Background: an optimization exercise with open tools, aiming at small area, a short achievable clock period and few clock cycles. Do not read the settings as production practice.
At most, simulation tests tie the RTL to the original design; equivalence was not proved.
No functional check of the RTL was part of runs 1 and 2.

`design/flow/run.sh`:
```
#!/bin/bash
# synth_recipe.tcl (not shown) runs the flow's synth.tcl, then flattens the netlist and writes it again
# the make line also repeats each setting of config.mk as NAME=value (left out here)
make -C /OpenROAD-flow-scripts/flow DESIGN_CONFIG=/design/flow/config.mk WORK_HOME=/design/flow/orfs CLKGATE_MAP_FILE= SYNTH_SCRIPT=/design/flow/synth_recipe.tcl finish
```
`design/flow/config.mk`:
```
export PLATFORM = sky130hd
export DESIGN_NAME = HT_TOP
export DESIGN_NICKNAME = HT_TOP
export VERILOG_FILES = /design/flow/design.v
export SDC_FILE = /design/flow/constraint.sdc
export NUM_CORES = 4
export LEC_CHECK = 0
export CAP_MARGIN = 20
export CORE_MARGIN = 2
export CORE_UTILIZATION = 40
export SETUP_SLACK_MARGIN = 3.9
export SLEW_MARGIN = 20
```
`design/flow/design.v`:
```
module HT_TOP(
    input clk,
    input rst_n,
    input in_valid,
    input [2:0] in_weight,
    input out_mode,
    output reg out_valid,
    output reg out_code
);
function [3:0] add3(input [2:0] a, input [2:0] b);
    reg [2:0] g, p; reg [3:0] c;
    begin
        g = a & b; p = a ^ b;
        c[0] = 1'b0;
        c[1] = g[0];
        c[2] = g[1] | (p[1] & g[0]);
        c[3] = g[2] | (p[2] & g[1]) | (p[2] & p[1] & g[0]);
        add3 = {c[3], p ^ c[2:0]};
    end
endfunction
function [5:0] add6(input [5:0] a, input [5:0] b);
    reg [5:0] g, p, c;
    begin
        g = a & b; p = a ^ b;
        c[0] = 1'b0;
        c[1] = g[0];
        c[2] = g[1] | (p[1] & g[0]);
        c[3] = g[2] | (p[2] & g[1]) | (p[2] & p[1] & g[0]);
        c[4] = g[3] | (p[3] & g[2]) | (p[3] & p[2] & g[1]) | (p[3] & p[2] & p[1] & g[0]);
        c[5] = g[4] | (p[4] & g[3]) | (p[4] & p[3] & g[2]) | (p[4] & p[3] & p[2] & g[1])
             | (p[4] & p[3] & p[2] & p[1] & g[0]);
        add6 = p ^ c;
    end
endfunction
function ge3(input [2:0] a, input [2:0] b);
    reg [2:0] gt, lt;
    begin
        gt = a & ~b; lt = ~a & b;
        ge3 = ~(lt[2] | (~gt[2] & (lt[1] | (~gt[1] & lt[0]))));
    end
endfunction
function ge6(input [5:0] a, input [5:0] b);
    reg [5:0] gt, lt;
    begin
        gt = a & ~b; lt = ~a & b;
        ge6 = ~(lt[5] | (~gt[5] & (lt[4] | (~gt[4] & (lt[3] | (~gt[3] &
              (lt[2] | (~gt[2] & (lt[1] | (~gt[1] & lt[0]))))))))));
    end
endfunction
reg       iv;               
reg       om;               
always @(posedge clk or negedge rst_n) begin
    if (!rst_n)
        iv <= 1'b0;
    else
        iv <= in_valid;
end
always @(posedge clk) begin
    om <= out_mode;
end
localparam IDLE = 2'd0, IN = 2'd1, MERGE = 2'd2, OUT = 2'd3;
reg [1:0] phase;
reg [2:0] cnt;
reg [2:0] cur;
reg       mode;
reg [5:0] w [0:7];
reg [4:0] m [0:7];
reg [5:0] Y;               
reg [6:0] cr [0:4];        
reg [4:0] rootbit;         
reg       rb;              
reg in_phase;               
wire [2:0] k = (phase == IN) ? cnt : 3'd0;    
wire md = (phase == IN) ? mode : om;
reg [4:0] leaf_m;
always @(*) begin
    leaf_m = 5'd0;
    if (!md) begin
        case (k)
            3'd4: leaf_m = 5'b00001;
            3'd5: leaf_m = 5'b00010;
            3'd6: leaf_m = 5'b00100;
            3'd7: leaf_m = 5'b01000;
            3'd3: leaf_m = 5'b10000;
            default: leaf_m = 5'd0;
        endcase
    end else begin
        case (k)
            3'd4: leaf_m = 5'b00001;
            3'd2: leaf_m = 5'b00010;
            3'd5: leaf_m = 5'b00100;
            3'd0: leaf_m = 5'b01000;
            3'd1: leaf_m = 5'b10000;
            default: leaf_m = 5'd0;
        endcase
    end
end
wire [9:0] st, c;
genvar g;
generate
    for (g = 0; g < 8; g = g + 1) begin : cmp
        assign c[g]  = ge6(w[g], Y);
        assign st[g] = (k > 7 - g) && c[g];
    end
endgenerate
assign st[9:8] = 2'b11;
assign c[9:8]  = 2'b11;
wire [5:0] nw = Y;
wire [4:0] nm = in_phase ? leaf_m : (m[0] | m[1]);
wire [5:0] wx [0:9];
wire [4:0] mx [0:9];
generate
    for (g = 0; g < 8; g = g + 1) begin : ext
        assign wx[g] = w[g];
        assign mx[g] = m[g];
    end
endgenerate
assign wx[8] = 6'h3f; assign wx[9] = 6'h3f;
assign mx[8] = 5'd0;  assign mx[9] = 5'd0;
wire [3:0] s_in_a = add3(Y[2:0], w[1][2:0]);
wire [3:0] s_in_b = add3(w[1][2:0], w[2][2:0]);
wire [5:0] s_m_a = add6(Y, w[2]);
wire [5:0] s_m_b = add6(w[2], w[3]);
wire [5:0] s_next = in_phase ? (st[2] ? {2'd0, s_in_a} : {2'd0, s_in_b})
                             : (c[3] ? s_m_a : s_m_b);
wire [7:0] selA, selB;
wire [10:0] dA [0:7];
wire [10:0] dB [0:7];
wire [10:0] dN = {nm, nw};
generate
    for (g = 0; g < 8; g = g + 1) begin : upd
        assign selA[g] = in_phase ? st[g] : (g > 0 ? c[g+1] : 1'b0);
        assign selB[g] = in_phase ? st[g+1] : c[g+2];
        assign dA[g] = in_phase ? {mx[g], wx[g]} : {mx[g+1], wx[g+1]};
        assign dB[g] = in_phase ? {mx[g+1], wx[g+1]} : {mx[g+2], wx[g+2]};
        wire [10:0] nxt = ({11{selA[g]}} & dA[g]) | ({11{~selA[g] & selB[g]}} & dN)
                        | ({11{~selB[g]}} & dB[g]);
        always @(posedge clk) begin
            w[g] <= nxt[5:0];
            m[g] <= nxt[10:6];
        end
    end
endgenerate
always @(posedge clk)
    Y <= ip_next ? {3'd0, in_weight} : s_next;
wire fuse = (phase == MERGE) && (cnt == 3'd5);
wire ip_next = !((phase == IN && cnt == 3'd7) || (phase == MERGE && !fuse));
integer j;
always @(posedge clk) begin
    for (j = 0; j < 5; j = j + 1) begin
        if (phase == IDLE || phase == IN)
            cr[j] <= 7'd1;
        else if (phase == MERGE) begin
            if (m[0][j] | m[1][j])
                cr[j] <= {cr[j][5:0], m[0][j]};
            if (fuse)
                rootbit[j] <= ~((m[0][j] | m[1][j]) ^ c[2]);
        end else if (cur == j && !rb)
            cr[j] <= {1'b0, cr[j][6:1]};
    end
end
wire [6:0] ccur = cr[cur];
wire cempty = (ccur == 7'd1);
wire last = (ccur[6:1] == 6'd1);
wire empty0 = (cr[0] == 7'd1) && !(m[0][0] | m[1][0]);
always @(posedge clk or negedge rst_n) begin
    if (!rst_n) begin
        phase <= IDLE;
        out_valid <= 1'b0;
        out_code <= 1'b0;
    end else begin
        case (phase)
            IDLE: begin
                out_valid <= 1'b0;
                if (iv) phase <= IN;
            end
            IN: begin
                if (cnt == 3'd7) phase <= MERGE;
            end
            MERGE: begin
                if (fuse) begin
                    phase <= OUT;
                    out_valid <= 1'b1;
                    out_code <= ~((m[0][0] | m[1][0]) ^ c[2]);
                end
            end
            OUT: begin
                out_code <= rb ? rootbit[cur] : ccur[0];
                if ((rb ? cempty : last) && cur == 3'd4) phase <= IDLE;
            end
        endcase
    end
end
always @(posedge clk or negedge rst_n) begin
    if (!rst_n)
        in_phase <= 1'b1;
    else
        in_phase <= ip_next;
end
always @(posedge clk) begin
    case (phase)
        IDLE: begin
            cnt <= 3'd1;
            mode <= om;
        end
        IN: cnt <= cnt + 3'd1;
        MERGE: begin
            cnt <= cnt + 3'd1;
            cur <= empty0 ? 3'd1 : 3'd0;
            rb <= empty0;
        end
        OUT: begin
            if (rb ? cempty : last) begin
                cur <= cur + 3'd1;
                rb <= 1'b1;
            end else
                rb <= 1'b0;
        end
    endcase
end
endmodule
```
`design/flow/constraint.sdc`:
```
create_clock -name core_clock -period 6.0 [get_ports {clk}]
set_input_delay 1.2000 -clock core_clock [delete_from_list [all_inputs] [get_ports {clk}]]
set_output_delay 1.2000 -clock core_clock [all_outputs]
set_load 0.01 [all_outputs]
```
==> results.cfg, run 1 <==
[critical_path]
critPathBufInv = 0
path_delay_family = compound AO/OA/AOI/OAI gates
critPathRequiredTime_ps = 6320
crit_path_max_incr_delay_ps = 470
worst-path-max-fanout = 5
critPathCaptureType = register
worstPathCellList = ha_2, ha_4, a32o_1, a21oi_2, nand3_1, o21a_1, o41a_1, a211o_1, mux2_4
start_kind = register
cp_slowest_cell = edfxtp_1
crit_type = reg -> reg
crit_arrival_ps = 2840

[floorplan]
rows = 53
die_y_um = 149
start_util_pct = 40.3
die_x_um = 149
pin_count = 9
core_area_um2 = 20800
floorplan.die_area_um2 = 22200

[placed_design]
dp_slack_ps = 2670
dp.cells = 1156
port-buffer-count = 8
hpwl_um = 14900
place_area_um2 = 8860
place_congestion = 0.771

[layout]
post-route-util_pct = 57.8
areaGrowthSynthToFinish_pct = 43.4
layout-drive-gt1-share_pct = 41.2
antenna_cells = 0
final_area_um2 = 12000
layout.nets = 1104
final_cell_count_no_fill = 1335

[synth]
synth_compound_area_share_pct = 21.3
synth-xor-area-share_pct = 1.77
synth_fp_nets = 994
synth-main-ff-cell = dfxtp_1
synthTopCellsByArea = dfxtp_1 (30%), mux2i_1 (10%), ha_1 (6.7%)
synth.area.mux_share_pct = 12.3
synth_edf_count = 13
synth_cell_types = 74
synth_most_common_cell = dfxtp_1
synth_common_cells = dfxtp_1 (124), mux2i_1 (88), nor2_1 (85)
syn_area_um2 = 8400
ys_ff_latch = 143
synth_top_cell_by_area = dfxtp_1
syn_area_per_cell_um2 = 8.95
synth_fa_ha_area_share_pct = 8.63
ys_warn_count = 4
ys_seq_area_share_pct = 36.0
async_flop_share_pct = 4.20
synth_top_area_share_pct = 29.6
synthSimpleGateAreaFrac_pct = 14.2
synth_cells = 938
synth_top_family_by_area = compound AO/OA/AOI/OAI gates

[status]
status = timing/DRC/antenna clean

[grt]
grt-ovfl-total = 0
grt_max_degree = 54
grt_pass1_vias = 7485
antenna_found_initial = 0
met1_usage_pct = 31.5
grt_pass1_wl_um = 40900
top_usage_layer = met2
gr-usage-met3_pct = 4.65
track_usage_pct = 23.6
grtUsageMet2_pct = 38.0

[min_path]
hold_path_class = reg -> reg

[route]
wl_per_cell_um = 21.7
route.vias.total = 8064
drt_iter0_markers = 845
dr.pass1.iters = 8
ant_nets = 0
post-route-drc-count = 0
avgViaCountPerCell = 6.04
routed_wirelength_um = 29000

[sta]
period_minus_slack_ps = 2520
fin_skew_ps = 15.8
fmax_mhz = 397
min_period_over_period_pct = 42.0
setup_viol = 0
hold_viol_final = 0
relSlewSlack_pct = 43.2
rsz0062_at_grt = true
worst_slack_ps = 3480
fin_tns_setup_ps = 0
worst_slew_pin_slew_ps = 852
drv_slew = 0

[flow_run]
maxCapViolCount = 0

[clock_tree]
cts_root_buf = clkbuf_16
clk_latency_ps = 440
htreeDepth = 4
numClockSinks = 143
path_clk_slew_ps = 60
cts_tree = built
cts_made_buffers = 17
hold_buffers = 0
cts_buffer_depth = 2
==> per-stage QoR <==
step           hold slack, ps
5_1_grt                   478
2_1_floorplan             409
3_5_place_dp              459
3_3_place_gp              461
6_report                  463
4_1_cts                   469
==> cell usage in the layout (no fill, tap or decap), types with 10 or more instances in the layout <==
| cell | netlist | final |
|---|---|---|
| nand3_2 | 0 | 42 |
| mux2i_1 | 88 | 87 |
| nand2_1 | 62 | 53 |
| nor2_1 | 85 | 72 |
| o21ai_1 | 11 | 21 |
| o221ai_2 | 10 | 38 |
| o211ai_1 | 10 | 10 |
| dfxtp_1 | 124 | 114 |
| ha_1 | 45 | 31 |
| a22oi_2 | 0 | 20 |
| buf_4 | 3 | 74 |
| clkbuf_16 | 0 | 21 |
| inv_1 | 43 | 39 |
| buf_6 | 2 | 43 |
| a21oi_1 | 46 | 31 |
| o21ai_0 | 32 | 17 |
| a211oi_1 | 16 | 11 |
| edfxtp_1 | 13 | 13 |
==> final timing paths <==
kind,start,end,slack (ps),depth (start not counted)
worst max register to register,cur[0]$_DFFE_PP_,phase[1]$_DFFE_PN0P_,3480,9
worst min register to register,om$_DFF_P_,mode$_DFFE_PP_,460,0
min in group asynchronous,rst_n,iv$_DFF_PN0_,1010,1
worst max-delay path,cur[0]$_DFFE_PP_,phase[1]$_DFFE_PN0P_,3480,9
max in group asynchronous,rst_n,in_phase$_DFF_PN1_,4710,1
worst min-delay path,om$_DFF_P_,mode$_DFFE_PP_,460,0
==> repair_timing <==
item                       CTS  global route
gates resized for setup    149           159
setup endpoints to repair  131           116
cloned                      16             9
pin swaps                   50            93
buffers inserted            98            25
==> cell type report <==
class | count | area [um^2]
timing repair inverter | 1 | 11.3
fill | 1721 | 8780
timing repair buffer | 140 | 1440
sequential | 143 | 3060
tap | 275 | 344
multi-input combinational | 697 | 6400
inverter | 48 | 210
clock inverter | 8 | 78.8
clock buffer | 23 | 509
==> logic make-up after synthesis <==
family,Yosys count
XOR/XNOR,17
AND/OR/NAND/NOR,257
buffers and inverters,118
adder cells (fa/ha/maj),57
flip-flops,143
AO/OA/AOI/OAI,246
multiplexers,100
==> sequential cells by signal, summed over array words and instances, names as in the netlist, 2 cells and up <==
register and cells:
m 40, cur 3, phase 2, Y 6, cr 35, cnt 3
rootbit 5, w 42
==> layer usage <==
metal | up-vias | part of all wire, %
met4 | 0 | 3.9
met3 | 98 | 5.2
met1 | 3936 | 44
li1 | 3711 | -
met2 | 319 | 47
met5 | - | 0
==> run 2: changes to the inputs <==
--- a/design/flow/config.mk
+++ b/design/flow/config.mk
@@ -8,5 +8,5 @@
 export CAP_MARGIN = 20
 export CORE_MARGIN = 2
 export CORE_UTILIZATION = 40
-export SETUP_SLACK_MARGIN = 3.9
+export SETUP_SLACK_MARGIN = 3.6
 export SLEW_MARGIN = 20
==> run 2 against run 1 <==
  * Flip-flop and latch count is the same
  * Cell area decreased by 17%
  * Register-to-register slack got worse by 60 ps
  * Critical path depth down 1
  * Synthesized cell count did not move
  * Non-clock buffer count decreased by 85
  * Cell count is 7.3% lower
  * First-iteration DRC count fell by 17%
  * Global-route usage down 1.9 points
  * Routed wire length down 17%
==> results.cfg, run 2 <==
[layout]
largest_reg_flops = 42
top_register = w
layout.nets = 1006
final_common_cell = dfxtp_1
top_regs = w x42, m x40, cr x35
most-common-layout-cells = dfxtp_1 (117), mux2i_1 (87), nor2_1 (83), nand2_1 (60), nand3_1 (53)
areaGrowthSynthToFinish_pct = 19.2
num-fill-cells = 1891
layout-drive-gt1-share_pct = 17.8
antenna_cells = 0

[sta]
worst_slew_pin_slew_ps = 822
min_period_over_period_pct = 43.0
setup_viol = 0
relSlewSlack_pct = 45.2
worst_hold_slack_ps = 475
fin_skew_ps = 7.79
drv_slew = 0
fin_tns_setup_ps = 0
rsz0062_at_grt = true
period_minus_slack_ps = 2580
fmax_mhz = 388
hold_viol_final = 0

[synth]
synth_edf_count = 13
synth_fa_ha_area_share_pct = 8.63
ys_ff_latch = 143
synth.area.mux_share_pct = 12.3
syn_area_per_cell_um2 = 8.95
synth_most_common_cell = dfxtp_1
synth_top_area_share_pct = 29.6
synth-xor-area-share_pct = 1.77
synth_compound_area_share_pct = 21.3
synthSimpleGateAreaFrac_pct = 14.2
synth_fp_nets = 994
ys_seq_area_share_pct = 36.0
async_flop_share_pct = 4.20
syn_area_um2 = 8400
synth_cells = 938
synth_common_cells = dfxtp_1 (124), mux2i_1 (88), nor2_1 (85)
synth_top_cell_by_area = dfxtp_1
ys_warn_count = 4
synth_top_family_by_area = compound AO/OA/AOI/OAI gates
synth_cell_types = 74
synthTopCellsByArea = dfxtp_1 (30%), mux2i_1 (10%), ha_1 (6.7%)
synth-main-ff-cell = dfxtp_1

[status]
status = timing/DRC/antenna clean

[min_path]
holdPathStages = 2
hold_path_class = reg -> reg
holdPathEnd = m[7][1]$_DFF_P_
hp-start = m[7][1]$_DFF_P_

[critical_path]
crit_type = reg -> reg
reg2regPathDepth = 8
critPathRequiredTime_ps = 6300
crit_path_max_incr_delay_ps = 530
rr_endpoint = phase[1]$_DFFE_PN0P_
critPathCaptureType = register
rr_startpoint = cur[0]$_DFFE_PP_
critPathBufInv = 1
rrSetupSlack_ps = 3420
crit_arrival_ps = 2880
worst-path-max-fanout = 5
start_kind = register
worstPathCellList = inv_2, ha_4, nand2_1, o21a_1, a31o_1, o41a_1, a211o_1, mux2_4
cp_slowest_cell = edfxtp_1
path_delay_family = compound AO/OA/AOI/OAI gates

[floorplan]
start_util_pct = 40.3
die_x_um = 149
floorplan.die_area_um2 = 22200
pin_count = 9
die_y_um = 149
rows = 53
core_area_um2 = 20800

[placed_design]
port-buffer-count = 8
hpwl_um = 15200
place_congestion = 0.832

[grt]
grt_max_degree = 54
grt_pass1_wl_um = 38000
grt_pass1_vias = 6963
track_usage_pct = 21.7
grt-ovfl-total = 0
antenna_found_initial = 0

[clock_tree]
cts_tree = built
path_clk_slew_ps = 60
numClockSinks = 143
clk_latency_ps = 420
cts_made_buffers = 17
htreeDepth = 4
cts_buffer_depth = 2
hold_buffers = 0
cts_root_buf = clkbuf_16

[route]
avgViaCountPerCell = 5.89
route.vias.total = 7291
wl_per_cell_um = 19.3
post-route-drc-count = 0
dr.pass1.iters = 5
routed_wirelength_um = 23900
drt_iter0_markers = 704
ant_nets = 0

[flow_run]
maxCapViolCount = 0
[run 2: changes by cell type in the layout (fill, tap and decap cells not counted), sizes merged]
cell and delta:
and3 -2, clkbuf -2, o22a -1, bufbuf +2, a31o -2, nor2 -1, inv +1, buf -87
o31a -2, maj3 -2, o22ai -1, nand2 -1, dlygate4sd2 +2, clkinvlp -1
[run 2: cell type report]
| type | count | area (um^2) | area share (%) |
|---|---|---|---|
| clock inverters | 9 | 81.3 | 0.812 |
| clock buffers | 23 | 490 | 4.90 |
| flip-flops and latches | 143 | 3050 | 30.4 |
| repair buffers | 55 | 567 | 5.66 |
| multi-input cells | 685 | 5300 | 52.9 |
| inverters | 48 | 188 | 1.87 |
| well taps | 275 | 344 | 3.44 |
[run 2: stage by stage]
step | std cells | setup slack (ps) | utilization (%) | instance area [um^2]
after detailed placement | 1158 | 2500 | 41.3 | 8590
final | 1238 | 3420 | 48.1 | 10000
after floorplan | 938 | 3590 | - | 8420
after global routing | 1238 | 3340 | 48.1 | 10000
after global placement | 1158 | 2500 | 41.3 | 8590
after CTS | 1221 | 3440 | 46.8 | 9750
[run 2: worst max path at each step]
| stage | from | endpoint | slack (ps) | depth (start not counted) |
|---|---|---|---|---|
| after floorplan | cur[0]$_DFFE_PP_ | phase[1]$_DFFE_PN0P_ | 3590 | 9 |
| after CTS | cur[0]$_DFFE_PP_ | phase[1]$_DFFE_PN0P_ | 3440 | 9 |
| final | cur[0]$_DFFE_PP_ | phase[1]$_DFFE_PN0P_ | 3420 | 8 |
| after detailed placement | Y[5]$_SDFF_PP0_ | w[2][1]$_DFF_P_ | 2500 | 7 |
| after global routing | cur[0]$_DFFE_PP_ | phase[1]$_DFFE_PN0P_ | 3340 | 8 |
| after global placement | Y[5]$_SDFF_PP0_ | w[2][1]$_DFF_P_ | 2500 | 7 |
[run 2: what timing repair did]
action	4_1_cts	5_1_grt
pin swaps	10	9
setup endpoints to repair	106	95
cloned	8	3
buffers inserted	23	14
gates resized for setup	65	23
[run 2: worst reg2reg max path, cell delays in order (launching register included)]
cell,delay (ps)
edfxtp_1,530
inv_2,180
ha_4,180
nand2_1,140
o21a_1,180
a31o_1,190
o41a_1,440
a211o_1,310
mux2_4,310
[run 2: cells by family after synthesis]
logic type                 count (synthesis)
xor gates and xnor gates                  17
buffers and inverters                    118
and+or+nand+nor                          257
DFF                                      143
AOI/OAI and AO/OA                        246
adders and majority gates                 57
muxes                                    100
[run 2: routing by layer]
| metal | vias to the layer above | global-route usage, % | part of all wire [%] |
|---|---|---|---|
| li1 | 3494 | - | - |
| met1 | 3527 | 29.0 | 46 |
| met2 | 221 | 35.1 | 47 |
| met3 | 49 | 4.13 | 4.8 |
| met4 | 0 | 7.90 | 2.7 |
| met5 | - | 0 | 0 |
==> run 3: changes to the inputs <==
--- a/design/flow/design.v
+++ b/design/flow/design.v
@@ -61,7 +61,7 @@
 localparam IDLE = 2'd0, IN = 2'd1, MERGE = 2'd2, OUT = 2'd3;
 reg [1:0] phase;
 reg [2:0] cnt;
-reg [2:0] cur;
+reg [4:0] coh;             
 reg       mode;
 reg [5:0] w [0:7];
 reg [4:0] m [0:7];
@@ -155,13 +155,21 @@
                 cr[j] <= {cr[j][5:0], m[0][j]};
             if (fuse)
                 rootbit[j] <= ~((m[0][j] | m[1][j]) ^ c[2]);
-        end else if (cur == j && !rb)
+        end else if (coh[j] && !rb)
             cr[j] <= {1'b0, cr[j][6:1]};
     end
 end
-wire [6:0] ccur = cr[cur];
-wire cempty = (ccur == 7'd1);
-wire last = (ccur[6:1] == 6'd1);
+reg [4:0] emp, lst, top;
+always @(*) begin
+    for (j = 0; j < 5; j = j + 1) begin
+        emp[j] = (cr[j] == 7'd1);
+        lst[j] = (cr[j][6:1] == 6'd1);
+        top[j] = cr[j][0];
+    end
+end
+wire cempty = |(coh & emp);
+wire last = |(coh & lst);
+wire adv = rb ? cempty : last;       
 wire empty0 = (cr[0] == 7'd1) && !(m[0][0] | m[1][0]);
 always @(posedge clk or negedge rst_n) begin
     if (!rst_n) begin
@@ -185,8 +193,8 @@
                 end
             end
             OUT: begin
-                out_code <= rb ? rootbit[cur] : ccur[0];
-                if ((rb ? cempty : last) && cur == 3'd4) phase <= IDLE;
+                out_code <= |(coh & (rb ? rootbit : top));
+                if (adv && coh[4]) phase <= IDLE;
             end
         endcase
     end
@@ -206,12 +214,12 @@
         IN: cnt <= cnt + 3'd1;
         MERGE: begin
             cnt <= cnt + 3'd1;
-            cur <= empty0 ? 3'd1 : 3'd0;
+            coh <= empty0 ? 5'b00010 : 5'b00001;
             rb <= empty0;
         end
         OUT: begin
-            if (rb ? cempty : last) begin
-                cur <= cur + 3'd1;
+            if (adv) begin
+                coh <= {coh[3:0], 1'b0};
                 rb <= 1'b1;
             end else
                 rb <= 1'b0;
==> run 3 against run 2 <==
  * Still clean
  * Cell count rose by 9.9%
  * Via count rose by 11%
  * Setup slack improved by 200 ps
  * Critical path depth rose by 1
  * Synthesized cell count rose by 10%
  * Largest cell class unchanged
==> results.cfg, run 3 <==
[layout]
areaGrowthSynthToFinish_pct = 15.5
antenna_cells = 0
seq_area_um2 = 3110
layout-drive-gt1-share_pct = 21.4
top_register = w
final_common_cell = dfxtp_1
multiInputGateArea_um2 = 5940
most-common-layout-cells = dfxtp_1 (118), o21ai_0 (66), nor2_1 (63), nand2_1 (56), inv_1 (55)
final_cell_count_no_fill = 1361
layout.nets = 1086
num-fill-cells = 2138
top_regs = w x42, m x40, cr x35
largest_reg_flops = 42

[placed_design]
port-buffer-count = 8
dp.cells = 1291
hpwl_um = 17800
place_congestion = 0.905

[clock_tree]
hold_buffers = 0
cts_made_buffers = 17
numClockSinks = 145
cts_buffer_depth = 2
clk_latency_ps = 430
htreeDepth = 4
path_clk_slew_ps = 70
cts_root_buf = clkbuf_16
cts_tree = built

[min_path]
hp-start = cr[1][6]$_SDFFE_PP0P_
hold_path_class = reg -> reg

[critical_path]
crit_type = reg -> reg
start_kind = register
worst-path-max-fanout = 15
crit_arrival_ps = 2700
crit_path_start = Y[1]$_DFF_P_
rr_startpoint = Y[1]$_DFF_P_
critPathRequiredTime_ps = 6320
rrSetupSlack_ps = 3620
critPathCaptureType = register

[route]
wl_per_cell_um = 19.6
dr_wl_met2_um = 12000
routed_wirelength_um = 26700
ant_nets = 0
drt_iter0_markers = 695
avgViaCountPerCell = 5.92
top_layer = met4
post-route-drc-count = 0
route.met3.wl_um = 1320
dr.pass1.iters = 5
route.vias.total = 8060
wl_met1_um = 13100

[grt]
grt_max_degree = 81
track_usage_pct = 22.0
grt_pass1_vias = 7661
antenna_found_initial = 0
grt-ovfl-total = 0
grt_pass1_wl_um = 42700

[sta]
fin_tns_setup_ps = 0
rsz0062_at_grt = true
relSlewSlack_pct = 45.7
period_minus_slack_ps = 2380
drv_slew = 0
min_period_over_period_pct = 39.6
hold_viol_final = 0
worst_slew_pin_slew_ps = 810
fmax_mhz = 420
setup_viol = 0
fin_skew_ps = 11.7

[floorplan]
pin_count = 9
rows = 55
floorplan.die_area_um2 = 24600
die_x_um = 157
die_y_um = 157
core_area_um2 = 22800
start_util_pct = 41.0

[synth]
synth_common_cells = dfxtp_1 (124), o21ai_0 (68), nor2_1 (65)
synth-main-ff-cell = dfxtp_1
synth_edf_count = 15
ys_ff_latch = 145
syn_area_um2 = 9330
syn_area_per_cell_um2 = 9.02
synth_most_common_cell = dfxtp_1
async_flop_share_pct = 4.14
synth_cells = 1035
synth_top_cell_by_area = dfxtp_1
synthTopCellsByArea = dfxtp_1 (27%), mux2_2 (5.9%), mux2i_1 (5.6%)
ys_warn_count = 4
synth_top_area_share_pct = 26.6
synth_cell_types = 91
synth_fp_nets = 1086
ys_seq_area_share_pct = 33.0

[status]
status = timing/DRC/antenna clean

[flow_run]
maxCapViolCount = 0
-- run 3: changes by cell type in the layout (fill, tap and decap cells not counted), sizes merged, moves of 12 or more --
| cell | change |
|---|---|
| nor2 | -19 |
| a22oi | -22 |
| inv | +18 |
| o221ai | -18 |
| nand4 | +14 |
| o21ai | +28 |
| a211oi | +17 |
| nor3 | +12 |
| mux2i | -37 |
| mux2 | +35 |
| a21oi | -26 |
| o311ai | +43 |
-- run 3: cell families (layout without fill, tap and decap cells) --
group / count (synthesis) / in the layout / synth area share [%]
xor+xnor: 15 / 15 / 1.41
mux: 101 / 101 / 11.5
compound gates: 303 / 304 / 25.7
flops: 145 / 145 / 33.0
fa+ha+maj: 45 / 45 / 6.34
buf+inv: 139 / 151 / 6.45
simple gates: 287 / 287 / 15.5
-- run 3: layer usage --
| layer | GRT usage [%] | vias to the layer above |
|---|---|---|
| met4 | 6.47 | 0 |
| li1 | - | 3884 |
| met3 | 3.93 | 31 |
| met2 | 32.8 | 228 |
| met5 | 0 | - |
| met1 | 32.1 | 3917 |
-- run 3: final timing paths --
path / to / depth (start not counted)
worst min register to register: cr[1][6]$_SDFFE_PP0P_ / 2
min in group asynchronous: out_valid$_DFFE_PN0P_ / 1
worst max-delay path: w[1][0]$_DFF_P_ / 9
max in group asynchronous: in_phase$_DFF_PN1_ / 1
worst max register to register: w[1][0]$_DFF_P_ / 9
worst min-delay path: cr[1][6]$_SDFFE_PP0P_ / 2
-- run 3: per-stage QoR --
stage	hold WS [ps]	setup WS (ps)	util [%]	instance area [um^2]
2_1_floorplan	408	3610	-	9340
3_3_place_gp	432	2560	41.9	9540
3_5_place_dp	428	2440	41.9	9540
4_1_cts	474	3590	46.0	10500
5_1_grt	523	3540	47.3	10800
6_report	513	3620	47.3	10800
-- run 3: repair_timing --
item                                    4_1_cts  5_1_grt
setup buffers                                19       18
endpoints found under the setup margin       94       88
cloned                                        1        0
gates resized for setup                      54       29
pin swaps                                     7        8
-- run 3: worst max-delay path, cell delays in order, from the launching register on --
cell	delay, ps
dfxtp_4	380
inv_4	110
ha_1	210
nand2b_1	140
a221o_1	350
a21oi_4	190
o21ai_4	140
or2_4	340
buf_12	150
o311ai_1	270
-- run 3: area by class of cell --
cell class	count	share of cell area, %
clock buffers	18	4.07
clock inverters	14	0.974
inverters	60	2.18
multi-input cells	752	55.1
flip-flops and latches	145	28.8
well taps	313	3.63
repair buffers	59	5.23
Testbench counts of run 3, summed over its fixed seeds: cycles 17,157.
==> run 4: changes to the inputs <==
--- a/design/flow/config.mk
+++ b/design/flow/config.mk
@@ -5,8 +5,10 @@
 export SDC_FILE = /design/flow/constraint.sdc
 export NUM_CORES = 4
 export LEC_CHECK = 0
+export ABC_AREA = 1
 export CAP_MARGIN = 20
 export CORE_MARGIN = 2
 export CORE_UTILIZATION = 40
+export PLACE_DENSITY = 0.8
 export SETUP_SLACK_MARGIN = 3.6
 export SLEW_MARGIN = 20
==> run 4 against run 3 <==
  * Still clean on timing, DRC and antenna
  * Non-clock buffer count shrank 34
  * Fmax grew 2.2%
  * Clock-buffer cell count grew 2
  * Cell area shrank 7.3%
  * Setup slack gained 51 ps
  * Sequential share of layout area grew 2.2 points
  * Hold slack lost 42 ps
==> results.cfg, run 4 <==
[status]
status = timing/DRC/antenna clean

[critical_path]
critPathRequiredTime_ps = 6320
crit_path_max_incr_delay_ps = 440
worstPathCellList = inv_1, ha_2, nand2_1, nand2_1, nand2_1, nand3b_1, buf_4, nand3_1, nand2_1, inv_1, nand2_1
worst-path-max-fanout = 11
crit_top_cell = nand2_1
cp_slowest_cell = dfrtp_1
crit_arrival_ps = 2640
critPathCaptureType = register
reg2regPathDepth = 11
start_kind = register
crit_type = reg -> reg

[layout]
top_register = w
final_area_um2 = 10000
top_regs = w x42, m x40, cr x35
antenna_cells = 0
final_common_cell = nand2_1
post-route-util_pct = 45.5
most-common-layout-cells = nand2_1 (429), inv_1 (163), nand3_1 (157), dfxtp_1 (120), o21ai_0 (120)
layout-drive-gt1-share_pct = 7.84
areaGrowthSynthToFinish_pct = 11.2
layout.nets = 1390
largest_reg_flops = 42

[min_path]
holdPathStages = 0
hold_path_class = reg -> reg

[placed_design]
place_congestion = 0.885
place_area_um2 = 9090
hpwl_um = 15500
port-buffer-count = 8

[synth]
synth_fp_nets = 1415
ys_seq_area_share_pct = 34.3
synth_top_cell_by_area = dfxtp_1
synth_cell_types = 44
syn_area_um2 = 8990
synth_cells = 1364
ys_warn_count = 4
async_flop_share_pct = 4.14
synth_most_common_cell = nand2_1
synth_edf_count = 15
synth_top_area_share_pct = 27.6
ys_ff_latch = 145
syn_area_per_cell_um2 = 6.59
synthTopCellsByArea = dfxtp_1 (28%), nand2_1 (18%), nand3_1 (8.8%)
synth-main-ff-cell = dfxtp_1
synth_common_cells = nand2_1 (430), inv_1 (166), nand3_1 (158)

[sta]
fin_skew_ps = 8.29
period_minus_slack_ps = 2330
hold_viol_final = 0
worst_slew_pin_slew_ps = 770
fin_tns_setup_ps = 0
drv_slew = 0
min_period_over_period_pct = 38.8
setup_viol = 0
rsz0062_at_grt = true
relSlewSlack_pct = 48.3
fmax_mhz = 430

[route]
ant_nets = 0
wl_per_cell_um = 14.5
routed_wirelength_um = 23700
drt_iter0_markers = 1041
avgViaCountPerCell = 5.40
route.vias.total = 8808
dr.pass1.iters = 6
post-route-drc-count = 0

[grt]
antenna_found_initial = 0
grt_pass1_vias = 8075
grt-ovfl-total = 0
track_usage_pct = 19.8
grt_pass1_wl_um = 39000
grt_max_degree = 67

[floorplan]
die_y_um = 154
rows = 54
pin_count = 9
floorplan.die_area_um2 = 23700
core_area_um2 = 22000
die_x_um = 154
start_util_pct = 41.0

[clock_tree]
cts_root_buf = clkbuf_16
cts_made_buffers = 17
cts_buffer_depth = 2
clk_latency_ps = 430
htreeDepth = 4
cts_tree = built
path_clk_slew_ps = 60
numClockSinks = 145
hold_buffers = 0

[flow_run]
maxCapViolCount = 0
==> run 4: stage by stage <==
step           std cells  setup WS (ps)  hold WS (ps)
6_report            1632           3670           472
5_1_grt             1632           3430           483
4_1_cts             1622           3610           473
3_5_place_dp        1588           2840           446
3_3_place_gp        1588           2890           431
2_1_floorplan       1364           3980           408
==> run 4: cell families (layout without fill, tap and decap cells) <==
group	count (synthesis)	after routing	share of synthesized area (%)
DFF	145	145	34.3
xor gates and xnor gates	10	10	0.974
and+or+nand+nor	682	684	32.4
buffers and inverters	255	241	12.1
adders and majority gates	44	44	6.46
AOI/OAI and AO/OA	228	228	13.8
==> run 4: critical path, delay by kind of cell (launching register included) <==
| family | cells | cell delay (ps) |
|---|---|---|
| and+or+nand+nor | 7 | 1080 |
| buffers and inverters | 3 | 420 |
| adders and majority gates | 1 | 260 |
| DFF | 1 | 440 |
==> run 4: layout make-up <==
type                            count  area [um^2]
Timing Repair Buffer               25          269
Clock buffer                       20          468
Multi-Input combinational cell    966         4970
Fill cell                        2118        12000
Clock inverter                     12          129
Sequential cell                   145         3100
Tap cell                          280          350
Inverter                          184          713
==> run 4: path summary, 6_finish.rpt <==
| check | from | to | slack [ps] |
|---|---|---|---|
| max | phase[1]$_DFFE_PN0P_ | w[5][5]$_DFF_P_ | 3670 |
| min | om$_DFF_P_ | mode$_DFFE_PP_ | 470 |
| max reg2reg | phase[1]$_DFFE_PN0P_ | w[5][5]$_DFF_P_ | 3670 |
| min reg2reg | om$_DFF_P_ | mode$_DFFE_PP_ | 470 |
| max in group asynchronous | rst_n | in_phase$_DFF_PN1_ | 4690 |
| min in group asynchronous | rst_n | phase[1]$_DFFE_PN0P_ | 1020 |
==> run 4: metal layers <==
layer	vias to the layer above	global-route usage [%]	share of wire, %
met3	58	3.41	6.9
met2	352	32.1	46
met4	0	8.37	2.7
met5	-	0	0
li1	4383	-	-
met1	4015	26.1	44
==> run 4: what timing repair did <==
action	in CTS	in global routing
pin swaps	0	1
gates resized for setup	29	22
setup endpoints to repair	106	107
buffers inserted	2	8
hold endpoints to repair	0	0
gates cloned	0	2
==> run 5: changes to the inputs <==
--- a/design/flow/config.mk
+++ b/design/flow/config.mk
@@ -9,6 +9,5 @@
 export CAP_MARGIN = 20
 export CORE_MARGIN = 2
 export CORE_UTILIZATION = 40
-export PLACE_DENSITY = 0.8
-export SETUP_SLACK_MARGIN = 3.6
+export SETUP_SLACK_MARGIN = 3.85
 export SLEW_MARGIN = 20
==> run 5 against run 4 <==
  * Still clean on timing, DRC and antenna
  * Cell count grew 1.8%
  * Clock skew grew 2.6 ps
  * Non-clock buffer count grew 23
  * Critical path depth decreased by 10
  * Cell area is 4.8% higher
  * Die area stayed put
  * Utilization is 2.2 points higher
  * Synthesized cell count unchanged
  * Critical path type is now reg -> out
==> results.cfg, run 5 <==
[synth]
synth_top_cell_by_area = dfxtp_1
synth-main-ff-cell = dfxtp_1
synth_top_area_share_pct = 27.6
async_flop_share_pct = 4.14
synth_most_common_cell = nand2_1
synth_cell_types = 44
synth_edf_count = 15
synth_fp_nets = 1415
synthTopCellsByArea = dfxtp_1 (28%), nand2_1 (18%), nand3_1 (8.8%)
ys_seq_area_share_pct = 34.3
synth_cells = 1364
syn_area_per_cell_um2 = 6.59
syn_area_um2 = 8990
ys_ff_latch = 145
ys_warn_count = 4
synth_common_cells = nand2_1 (430), inv_1 (166), nand3_1 (158)

[critical_path]
crit_path_max_incr_delay_ps = 380
critPathCaptureType = primary output
crit_arrival_ps = 950
critPathRequiredTime_ps = 4800
path_delay_family = flip-flops
crit_type = reg -> out
rr_endpoint = m[5][4]$_DFF_P_
worst-path-max-fanout = 2
cp_slowest_cell = dfrtp_1
rr_startpoint = phase[1]$_DFFE_PN0P_
reg2regPathDepth = 11
critPathBufInv = 1
worstPathCellList = buf_2
start_kind = register
rrSetupSlack_ps = 3860

[min_path]
holdPathStages = 0
hold_path_class = reg -> reg
hp-start = om$_DFF_P_
holdPathEnd = mode$_DFFE_PP_

[route]
avgViaCountPerCell = 5.33
route.vias.total = 8865
drt_iter0_markers = 757
routed_wirelength_um = 26200
ant_nets = 0
post-route-drc-count = 0
dr.pass1.iters = 5
wl_per_cell_um = 15.8

[placed_design]
place_area_um2 = 9110
dp_slack_ps = 2790
hpwl_um = 16700
place_congestion = 0.846
port-buffer-count = 8

[floorplan]
die_y_um = 154
die_x_um = 154
start_util_pct = 41.0
core_area_um2 = 22000
floorplan.die_area_um2 = 23700
rows = 54
pin_count = 9

[clock_tree]
cts_buffer_depth = 2
path_clk_slew_ps = 60
numClockSinks = 145
cts_root_buf = clkbuf_16
clk_latency_ps = 440
hold_buffers = 0
cts_tree = built
htreeDepth = 4
cts_made_buffers = 17

[grt]
grt-ovfl-total = 0
grt_max_degree = 46
grt_pass1_wl_um = 43000
grt_pass1_vias = 8241
antenna_found_initial = 0
track_usage_pct = 22.4

[sta]
worst_slack_ps = 3850
hold_viol_final = 0
period_minus_slack_ps = 2150
relSlewSlack_pct = 65.6
setup_viol = 0
fmax_mhz = 465
fin_skew_ps = 10.8
worst_slew_pin_slew_ps = 516
fin_tns_setup_ps = 0
min_period_over_period_pct = 35.8
rsz0062_at_grt = true
drv_slew = 0

[layout]
final_common_cell = nand2_1
areaGrowthSynthToFinish_pct = 16.4
top_register = w
top_regs = w x42, m x40, cr x35
multiInputGateArea_um2 = 5220
layout.nets = 1420
seq_area_um2 = 3100
num-fill-cells = 2241
antenna_cells = 0
most-common-layout-cells = nand2_1 (425), inv_1 (159), nand3_1 (152), dfxtp_1 (119), o21ai_0 (118)
largest_reg_flops = 42
layout-drive-gt1-share_pct = 11.9
final_area_um2 = 10500

[flow_run]
maxCapViolCount = 0

[status]
status = timing/DRC/antenna clean
==> run 5: worst max path at each step <==
stage	startpoint	to	slack, ps	cells after the start
3_3_place_gp	in_phase$_DFF_PN1_	m[5][1]$_DFF_P_	2820	7
6_report	out_valid$_DFFE_PN0P_	out_valid	3850	1
5_1_grt	in_phase$_DFF_PN1_	w[3][1]$_DFF_P_	3780	9
4_1_cts	out_valid$_DFFE_PN0P_	out_valid	3840	1
3_5_place_dp	in_phase$_DFF_PN1_	m[2][2]$_DFF_P_	2790	6
2_1_floorplan	Y[1]$_DFF_P_	m[1][1]$_DFF_P_	3980	19
==> run 5: cell type report <==
type | instances | area share [%]
Timing Repair inverter | 1 | 0.0836
Sequential cell | 145 | 29.6
Clock buffer | 17 | 4.06
Timing Repair Buffer | 48 | 4.84
Multi-Input combinational cell | 972 | 49.8
Clock inverter | 15 | 1.18
Tap cell | 280 | 3.35
Inverter | 184 | 7.08
==> run 5: through the flow <==
step | std cells | hold WS, ps | utilization, %
3_3_place_gp | 1590 | 426 | 41.5
2_1_floorplan | 1364 | 408 | -
5_1_grt | 1662 | 449 | 47.7
3_5_place_dp | 1590 | 426 | 41.5
6_report | 1662 | 441 | 47.7
4_1_cts | 1645 | 441 | 46.2
==> run 5: logic make-up after synthesis <==
family | count (synthesis) | share of synthesized area [%]
flops | 145 | 34.3
fa+ha+maj | 44 | 6.46
buf+inv | 255 | 12.1
xor+xnor | 10 | 0.974
simple gates | 682 | 32.4
compound gates | 228 | 13.8
==> run 5: per-layer routing <==
| layer | track usage (%) | vias to the layer above | share of wire (%) |
|---|---|---|---|
| met5 | 0 | - | 0 |
| met4 | 5.96 | 0 | 1.2 |
| met3 | 2.90 | 24 | 5.3 |
| met2 | 34.6 | 255 | 44 |
| met1 | 32.9 | 4132 | 49 |
| li1 | - | 4454 | - |
==> run 5: timing repair <==
item,CTS,global route
gates resized for setup,71,41
pin swaps,5,6
buffers inserted,17,12
gates cloned,6,5
setup endpoints to repair,137,116
==> run 6: changes to the inputs <==
--- a/design/flow/config.mk
+++ b/design/flow/config.mk
@@ -8,6 +8,6 @@
 export ABC_AREA = 1
 export CAP_MARGIN = 20
 export CORE_MARGIN = 2
-export CORE_UTILIZATION = 40
+export CORE_UTILIZATION = 50
 export SETUP_SLACK_MARGIN = 3.85
 export SLEW_MARGIN = 20
==> run 6 against run 5 <==
  * Global-route usage is 3.9 points higher
  * Clock-buffer cell count is 3 higher
  * Sequential share of layout area is 0.18 points lower
  * Register-to-register slack hardly changed
  * Utilization is 12 points higher
  * Critical endpoint is now out_code
  * Still clean on timing, DRC and antenna
  * Setup slack hardly changed
  * Clock skew is 1.2 ps lower
==> results.cfg, run 6 <==
[route]
dr.pass1.iters = 5
drt_iter0_markers = 599
avgViaCountPerCell = 5.44
route.vias.total = 8783
ant_nets = 0
routed_wirelength_um = 26200
post-route-drc-count = 0
wl_per_cell_um = 16.2

[sta]
worst_slack_ps = 3850
drv_slew = 0
relSlewSlack_pct = 69.4
setup_viol = 0
period_minus_slack_ps = 2150
rsz0062_at_grt = true
hold_viol_final = 0
min_period_over_period_pct = 35.8
fin_tns_setup_ps = 0
fmax_mhz = 465
worst_slew_pin_slew_ps = 456
fin_skew_ps = 9.66

[layout]
areaGrowthSynthToFinish_pct = 17.1
top_register = w
seq_area_um2 = 3100
num-fill-cells = 1696
most-common-layout-cells = nand2_1 (425), inv_1 (162), nand3_1 (153), dfxtp_1 (120), o21ai_0 (118)
layout-drive-gt1-share_pct = 11.5
largest_reg_flops = 42
top_regs = w x42, m x40, cr x35
final_common_cell = nand2_1
layout.nets = 1425
antenna_cells = 0
multiInputGateArea_um2 = 5160
final_cell_count_no_fill = 1616

[synth]
synth_cell_types = 44
synth_cells = 1364
syn_area_per_cell_um2 = 6.59
synth_most_common_cell = nand2_1
synth_edf_count = 15
synthTopCellsByArea = dfxtp_1 (28%), nand2_1 (18%), nand3_1 (8.8%)
synth-main-ff-cell = dfxtp_1
ys_seq_area_share_pct = 34.3
synth_top_cell_by_area = dfxtp_1
synth_top_area_share_pct = 27.6
synth_common_cells = nand2_1 (430), inv_1 (166), nand3_1 (158)
ys_warn_count = 4
synth_fp_nets = 1415
ys_ff_latch = 145
async_flop_share_pct = 4.14
syn_area_um2 = 8990

[placed_design]
dp_slack_ps = 2960
place_congestion = 0.845
hpwl_um = 16700
dp.cells = 1538
port-buffer-count = 8

[floorplan]
floorplan.die_area_um2 = 19100
core_area_um2 = 17800
die_x_um = 138
rows = 49
pin_count = 9
die_y_um = 138
start_util_pct = 50.6

[clock_tree]
htreeDepth = 4
numClockSinks = 145
cts_made_buffers = 17
path_clk_slew_ps = 60
cts_tree = built
cts_buffer_depth = 2
clk_latency_ps = 430
cts_root_buf = clkbuf_16
hold_buffers = 0

[critical_path]
crit_path_max_incr_delay_ps = 380
rrSetupSlack_ps = 3860
critPathRequiredTime_ps = 4800
critPathCaptureType = primary output
crit_type = reg -> out
worstPathCellList = buf_2
path_delay_family = flip-flops
cp_slowest_cell = dfrtp_1
crit_arrival_ps = 950
worst-path-max-fanout = 2
critPathBufInv = 1
start_kind = register

[flow_run]
maxCapViolCount = 0

[grt]
grt_pass1_wl_um = 41500
grt-ovfl-total = 0
grt_pass1_vias = 7958
antenna_found_initial = 0
track_usage_pct = 26.3
grt_max_degree = 96
top_usage_layer = met2
grtUsageMet2_pct = 41.2
gr-usage-met3_pct = 4.36
met1_usage_pct = 38.4

[status]
status = timing/DRC/antenna clean

[min_path]
hold_path_class = reg -> reg
run 6: cell counts after synthesis:
No cell type changed its count.
run 6: cell families (layout without fill, tap and decap cells):
| family | Yosys count | after routing | synth area share [%] |
|---|---|---|---|
| AO/OA/AOI/OAI | 228 | 228 | 13.8 |
| flip-flops | 145 | 145 | 34.3 |
| AND/OR/NAND/NOR | 682 | 692 | 32.4 |
| buffers and inverters | 255 | 268 | 12.1 |
| XOR/XNOR | 10 | 10 | 0.974 |
| adder cells (fa/ha/maj) | 44 | 44 | 6.46 |
run 6: layout make-up:
cell class	instances	share of cell area, %
Multi-Input combinational cell	974	49.0
Sequential cell	145	29.4
Inverter	184	7.06
Timing Repair Buffer	51	5.54
Clock buffer	20	4.44
Tap cell	229	2.72
Clock inverter	12	1.70
Timing Repair inverter	1	0.0832
run 6: worst paths after layout:
| path | startpoint | to | cells past startpoint |
|---|---|---|---|
| max in group asynchronous | rst_n | in_phase$_DFF_PN1_ | 1 |
| hold / removal | om$_DFF_P_ | mode$_DFFE_PP_ | 0 |
| setup reg to reg | phase[1]$_DFFE_PN0P_ | w[5][2]$_DFF_P_ | 11 |
| hold reg to reg | om$_DFF_P_ | mode$_DFFE_PP_ | 0 |
| setup / recovery | out_code$_DFFE_PN0P_ | out_code | 1 |
| min in group asynchronous | rst_n | phase[1]$_DFFE_PN0P_ | 1 |
run 6: per-stage QoR:
| stage | hold WS [ps] | utilization, % | area (um^2) |
|---|---|---|---|
| after global placement | 437 | 50.8 | 9040 |
| after detailed placement | 428 | 50.8 | 9040 |
| final | 469 | 59.2 | 10500 |
| after global routing | 483 | 59.2 | 10500 |
| after CTS | 470 | 56.7 | 10100 |
| after floorplan | 408 | - | 8990 |
run 6: timing repair:
item / in CTS / in global routing
buffers inserted: 13 / 17
resized for setup: 59 / 40
endpoints found under the setup margin: 139 / 117
cloned: 5 / 11
pin swaps: 4 / 4
run 6: per-layer routing:
layer	vias up	wire (um)
met4	0	399
li1	4454	-
met5	-	0
met1	4052	12700
met2	245	11700
met3	32	1400
==> run 7: changes to the inputs <==
--- a/design/flow/config.mk
+++ b/design/flow/config.mk
@@ -8,6 +8,8 @@
 export ABC_AREA = 1
 export CAP_MARGIN = 20
 export CORE_MARGIN = 2
-export CORE_UTILIZATION = 50
-export SETUP_SLACK_MARGIN = 3.85
+export CORE_UTILIZATION = 40
+export CTS_CLUSTER_DIAMETER = 60
+export CTS_CLUSTER_SIZE = 40
+export SETUP_SLACK_MARGIN = 3.95
 export SLEW_MARGIN = 20
==> run 7 against run 6 <==
  * Still clean on timing, DRC and antenna
  * Routed wire length is 5.6% higher
  * Hold slack got worse by 23 ps
  * Register-to-register slack improved by 120 ps
  * Die area is 24% higher
  * Non-clock buffer count rose by 22
  * Critical endpoint unchanged
  * Largest cell class unchanged
==> results.cfg, run 7 <==
[placed_design]
place_area_um2 = 9110
port-buffer-count = 8
hpwl_um = 16700
place_congestion = 0.846
dp.cells = 1590

[clock_tree]
clk_latency_ps = 440
cts_root_buf = clkbuf_16
numClockSinks = 145
cts_buffer_depth = 2
cts_tree = built
path_clk_slew_ps = 60
cts_made_buffers = 17
htreeDepth = 4

[synth]
synth-main-ff-cell = dfxtp_1
synth_edf_count = 15
ys_seq_area_share_pct = 34.3
synthTopCellsByArea = dfxtp_1 (28%), nand2_1 (18%), nand3_1 (8.8%)
synth_cell_types = 44
synth_top_area_share_pct = 27.6
ys_ff_latch = 145
syn_area_per_cell_um2 = 6.59
ys_warn_count = 4
synth_top_cell_by_area = dfxtp_1
async_flop_share_pct = 4.14
synth_most_common_cell = nand2_1
syn_area_um2 = 8990
synth_cells = 1364
synth_common_cells = nand2_1 (430), inv_1 (166), nand3_1 (158)
synth_fp_nets = 1415

[sta]
hold_viol_final = 0
fmax_mhz = 463
fin_tns_setup_ps = 0
drv_slew = 0
worst_hold_slack_ps = 446
min_period_over_period_pct = 36.0
fin_skew_ps = 10.3
period_minus_slack_ps = 2160
setup_viol = 0
worst_slew_pin_slew_ps = 524
relSlewSlack_pct = 65.1
rsz0062_at_grt = true

[floorplan]
rows = 54
die_y_um = 154
core_area_um2 = 22000
start_util_pct = 41.0
floorplan.die_area_um2 = 23700
die_x_um = 154
pin_count = 9

[critical_path]
crit_path_max_incr_delay_ps = 390
critPathCaptureType = primary output
crit_type = reg -> out
crit_arrival_ps = 960
worst-path-max-fanout = 2
path_delay_family = flip-flops
critPathBufInv = 1
worstPathCellList = buf_2
rrSetupSlack_ps = 3980
cp_slowest_cell = dfrtp_1
start_kind = register
critPathRequiredTime_ps = 4800

[layout]
areaGrowthSynthToFinish_pct = 23.0
final_area_um2 = 11100
num-fill-cells = 2152
final_cell_count_no_fill = 1692
antenna_cells = 0
most-common-layout-cells = nand2_1 (419), inv_1 (153), nand3_1 (145), dfxtp_1 (117), o21ai_0 (117)
layout-drive-gt1-share_pct = 15.9
top_regs = w x42, m x40, cr x35
final_common_cell = nand2_1
top_register = w
layout.nets = 1450
largest_reg_flops = 42

[route]
post-route-drc-count = 0
route.vias.total = 9088
ant_nets = 0
avgViaCountPerCell = 5.37
drt_iter0_markers = 861
dr.pass1.iters = 5
routed_wirelength_um = 27700
wl_per_cell_um = 16.4

[grt]
grt_pass1_wl_um = 43600
grt-ovfl-total = 0
grt_max_degree = 46
track_usage_pct = 22.8
antenna_found_initial = 1
grt_pass1_vias = 8329

[min_path]
hold_path_class = reg -> reg

[flow_run]
maxCapViolCount = 0

[status]
status = timing/DRC/antenna clean
-- run 7: final timing paths --
kind	from	end	cells after the start
max	out_code$_DFFE_PN0P_	out_code	1
min	om$_DFF_P_	mode$_DFFE_PP_	0
max reg2reg	Y[3]$_SDFF_PP0_	m[2][2]$_DFF_P_	14
min reg2reg	om$_DFF_P_	mode$_DFFE_PP_	0
max in group asynchronous	rst_n	in_phase$_DFF_PN1_	1
min in group asynchronous	rst_n	iv$_DFF_PN0_	1
-- run 7: kinds of logic after synthesis --
| family | count (synthesis) | share of synthesized area, % |
|---|---|---|
| AOI/OAI and AO/OA | 228 | 13.8 |
| xor gates and xnor gates | 10 | 0.974 |
| adders and majority gates | 44 | 6.46 |
| buffers and inverters | 255 | 12.1 |
| DFF | 145 | 34.3 |
| and+or+nand+nor | 682 | 32.4 |
-- run 7: layout make-up --
type | count | area [um^2] | share of cell area [%]
timing repair inverter | 2 | 20.0 | 0.181
clock buffer | 17 | 425 | 3.85
tap | 280 | 350 | 3.17
inverter | 184 | 762 | 6.89
clock inverter | 15 | 124 | 1.12
timing repair buffer | 73 | 838 | 7.58
multi-input combinational | 976 | 5430 | 49.1
sequential | 145 | 3110 | 28.1
-- run 7: repair_timing --
item / in CTS / in global routing
gates resized for setup: 83 / 97
pin swaps: 6 / 14
hold buffers: 0 / 0
buffers inserted: 18 / 33
setup endpoints to repair: 142 / 133
cloned: 9 / 10
-- run 7: per-layer routing --
layer  global-route usage, %  vias up  share of wire, %
li1                        -     4524                 -
met1                    33.2     4268                48
met2                    35.6      265                45
met3                    2.85       29               5.2
met4                    5.87        2               1.2
met5                       0        -             0.043
-- run 7: stage by stage --
step	worst slack (ps)	utilization [%]
after floorplan	3980	-
after global placement	2820	41.5
after detailed placement	2790	41.5
after CTS	3840	46.6
after global routing	3810	50.4
final	3840	50.4
==> run 8: changes to the inputs <==
--- a/design/flow/config.mk
+++ b/design/flow/config.mk
@@ -9,7 +9,6 @@
 export CAP_MARGIN = 20
 export CORE_MARGIN = 2
 export CORE_UTILIZATION = 40
-export CTS_CLUSTER_DIAMETER = 60
-export CTS_CLUSTER_SIZE = 40
+export CTS_BUF_LIST = sky130_fd_sc_hd__clkbuf_8
 export SETUP_SLACK_MARGIN = 3.95
 export SLEW_MARGIN = 20
==> run 8 against run 7 <==
  * Hold slack better by 6.7 ps
  * Highest routed layer is now met4
  * Area after synthesis stayed put
  * Utilization is 0.11 points lower
  * Via count is 0.47% higher
  * Cell count hardly changed
  * Largest cell class unchanged
  * Non-clock buffer count is 1 lower
  * Fmax is 0.72% lower
  * Critical path depth stayed put
  * Setup slack worse by 16 ps
==> results.cfg, run 8 <==
[layout]
most-common-layout-cells = nand2_1 (407), inv_1 (152), nand3_1 (135), dfxtp_1 (117), o21ai_0 (114)
final_area_um2 = 11000
layout-drive-gt1-share_pct = 17.6
post-route-util_pct = 50.2
seq_area_um2 = 3110
num-fill-cells = 2170
final_common_cell = nand2_1
top_register = w
largest_reg_flops = 42
multiInputGateArea_um2 = 5570
top_regs = w x42, m x40, cr x35
areaGrowthSynthToFinish_pct = 22.7
final_cell_count_no_fill = 1693
layout.nets = 1451
antenna_cells = 0

[route]
routed_wirelength_um = 27800
wl_per_cell_um = 16.4
post-route-drc-count = 0
avgViaCountPerCell = 5.39
dr.pass1.iters = 6
route.vias.total = 9131
ant_nets = 0
drt_iter0_markers = 747

[grt]
grt_pass1_wl_um = 43600
antenna_found_initial = 0
grt_max_degree = 46
grt-ovfl-total = 0
grt_pass1_vias = 8301
track_usage_pct = 22.8

[floorplan]
start_util_pct = 41.0
floorplan.die_area_um2 = 23700
pin_count = 9
die_x_um = 154
die_y_um = 154
rows = 54
core_area_um2 = 22000

[min_path]
holdPathStages = 0
holdPathEnd = mode$_DFFE_PP_
hp-start = om$_DFF_P_
hold_path_class = reg -> reg

[sta]
drv_slew = 0
fin_tns_setup_ps = 0
fin_skew_ps = 17.3
worst_slew_pin_slew_ps = 549
rsz0062_at_grt = true
fmax_mhz = 459
worst_slack_ps = 3820
min_period_over_period_pct = 36.3
hold_viol_final = 0
period_minus_slack_ps = 2180
worst_hold_slack_ps = 452
setup_viol = 0
relSlewSlack_pct = 63.4

[critical_path]
critPathBufInv = 1
crit_arrival_ps = 980
cp_slowest_cell = dfrtp_1
critPathRequiredTime_ps = 4800
worst-path-max-fanout = 2
crit_type = reg -> out
crit_path_start = out_valid$_DFFE_PN0P_
rr_endpoint = cr[4][3]$_SDFFE_PP0P_
rr_startpoint = phase[1]$_DFFE_PN0P_
critPathCaptureType = primary output
path_delay_family = flip-flops
crit_path_max_incr_delay_ps = 390
start_kind = register
reg2regPathDepth = 9
rrSetupSlack_ps = 3950
worstPathCellList = buf_2

[synth]
async_flop_share_pct = 4.14
synth_top_area_share_pct = 27.6
synth-main-ff-cell = dfxtp_1
syn_area_um2 = 8990
synth_edf_count = 15
ys_ff_latch = 145
synthTopCellsByArea = dfxtp_1 (28%), nand2_1 (18%), nand3_1 (8.8%)
ys_warn_count = 4
synth_fp_nets = 1415
synth_cells = 1364
synth_cell_types = 44
synth_top_cell_by_area = dfxtp_1
synth_common_cells = nand2_1 (430), inv_1 (166), nand3_1 (158)
ys_seq_area_share_pct = 34.3
synth_most_common_cell = nand2_1
syn_area_per_cell_um2 = 6.59

[placed_design]
port-buffer-count = 8
place_congestion = 0.846
dp_slack_ps = 2790
hpwl_um = 16700
place_area_um2 = 9110
dp.cells = 1590

[clock_tree]
cts_buffer_depth = 2
clk_latency_ps = 460
cts_made_buffers = 17
hold_buffers = 0
htreeDepth = 4
numClockSinks = 145
cts_tree = built
path_clk_slew_ps = 90
cts_root_buf = clkbuf_8

[status]
status = timing/DRC/antenna clean

[flow_run]
maxCapViolCount = 0
-- run 8: cell types whose count changed in the layout (fill, tap and decap cells not counted), moves of 7 or more --
cell       before  now
clkbuf_16      20    2
clkbuf_8        0   17
nand2_1       419  407
nand3_2         8   20
nand3_1       145  135
nand2_2        13   20
-- run 8: worst reg2reg max path: stages, from the launching register on --
cell and delay, ps:
dfrtp_2 470, ha_4 190, buf_12 130, inv_2 130, buf_12 160, nor2_1 80
a21oi_1 320, clkinv_2 210, o21ai_0 210, a31oi_1 60
-- run 8: how the worst max path moves through the flow --
stage | to | slack, ps | cells past startpoint
after floorplan | m[1][1]$_DFF_P_ | 3980 | 19
after global placement | m[5][1]$_DFF_P_ | 2820 | 7
after detailed placement | m[2][2]$_DFF_P_ | 2790 | 6
after CTS | out_valid | 3800 | 1
after global routing | out_valid | 3780 | 1
final | out_valid | 3820 | 1
-- run 8: logic make-up after synthesis --
family / count (synthesis) / synth area share, %
buffers and inverters: 255 / 12.1
AOI/OAI and AO/OA: 228 / 13.8
and+or+nand+nor: 682 / 32.4
xor gates and xnor gates: 10 / 0.974
adders and majority gates: 44 / 6.46
DFF: 145 / 34.3
-- run 8: per-layer routing --
layer  wire (um)  part of all wire [%]  track usage [%]
met3        1570                   5.7             3.04
met1       13400                    48             33.6
met4         395                   1.4             5.47
met2       12400                    45             35.1
met5           0                     0                0
-- run 8: layout make-up --
class / count / area share (%)
clock inverter: 15 / 1.12
inverter: 184 / 7.03
sequential: 145 / 28.1
tap: 280 / 3.18
multi-input combinational: 977 / 50.5
clock buffer: 17 / 2.12
timing repair inverter: 3 / 0.284
timing repair buffer: 72 / 7.62
-- run 8: timing repair --
action | 4_1_cts | 5_1_grt
gates cloned | 11 | 10
setup buffers | 23 | 27
pin swaps | 9 | 36
gates resized for setup | 89 | 138
setup endpoints to repair | 142 | 121

port drivers added, routing unchanged:
In the flow no input, the clock included, has a driving cell. The finished layouts below were timed again as built, in two steps. Step 1 (the two cells are an assumption about what drives the block):
set clk [get_ports {clk}]
set_driving_cell -lib_cell sky130_fd_sc_hd__clkbuf_16 $clk
set_driving_cell -lib_cell sky130_fd_sc_hd__buf_2 [delete_from_list [all_inputs] $clk]
Step 2, shift: input delay + t, output delay - t, t = (earliest + latest rising clock arrival at the registers) / 2. This alone moves slack from input paths to output paths. Slacks: ideal / step 1 / step 2; pairs: ideal / step 1.
| run | t (ns) | setup slack, ns | worst data-port slew with drivers (ns) |
|---|---|---|---|
| run 1 | 0.478 | 3.479 / 3.479 / 3.479 | 0.04 |
| run 2 | 0.462 | 3.422 / 3.422 / 3.422 | 0.05 |
| run 3 | 0.469 | 3.621 / 3.621 / 3.621 | 0.03 |
| run 4 | 0.475 | 3.672 / 3.658 / 3.672 | 0.04 |
| run 5 | 0.478 | 3.851 / 3.805 / 3.860 | 0.04 |
| run 6 | 0.468 | 3.852 / 3.810 / 3.856 | 0.03 |
| run 7 | 0.476 | 3.839 / 3.793 / 3.859 | 0.04 |
| run 8 | 0.495 | 3.823 / 3.779 / 3.868 | 0.04 |
After both steps every run listed still meets setup and hold.
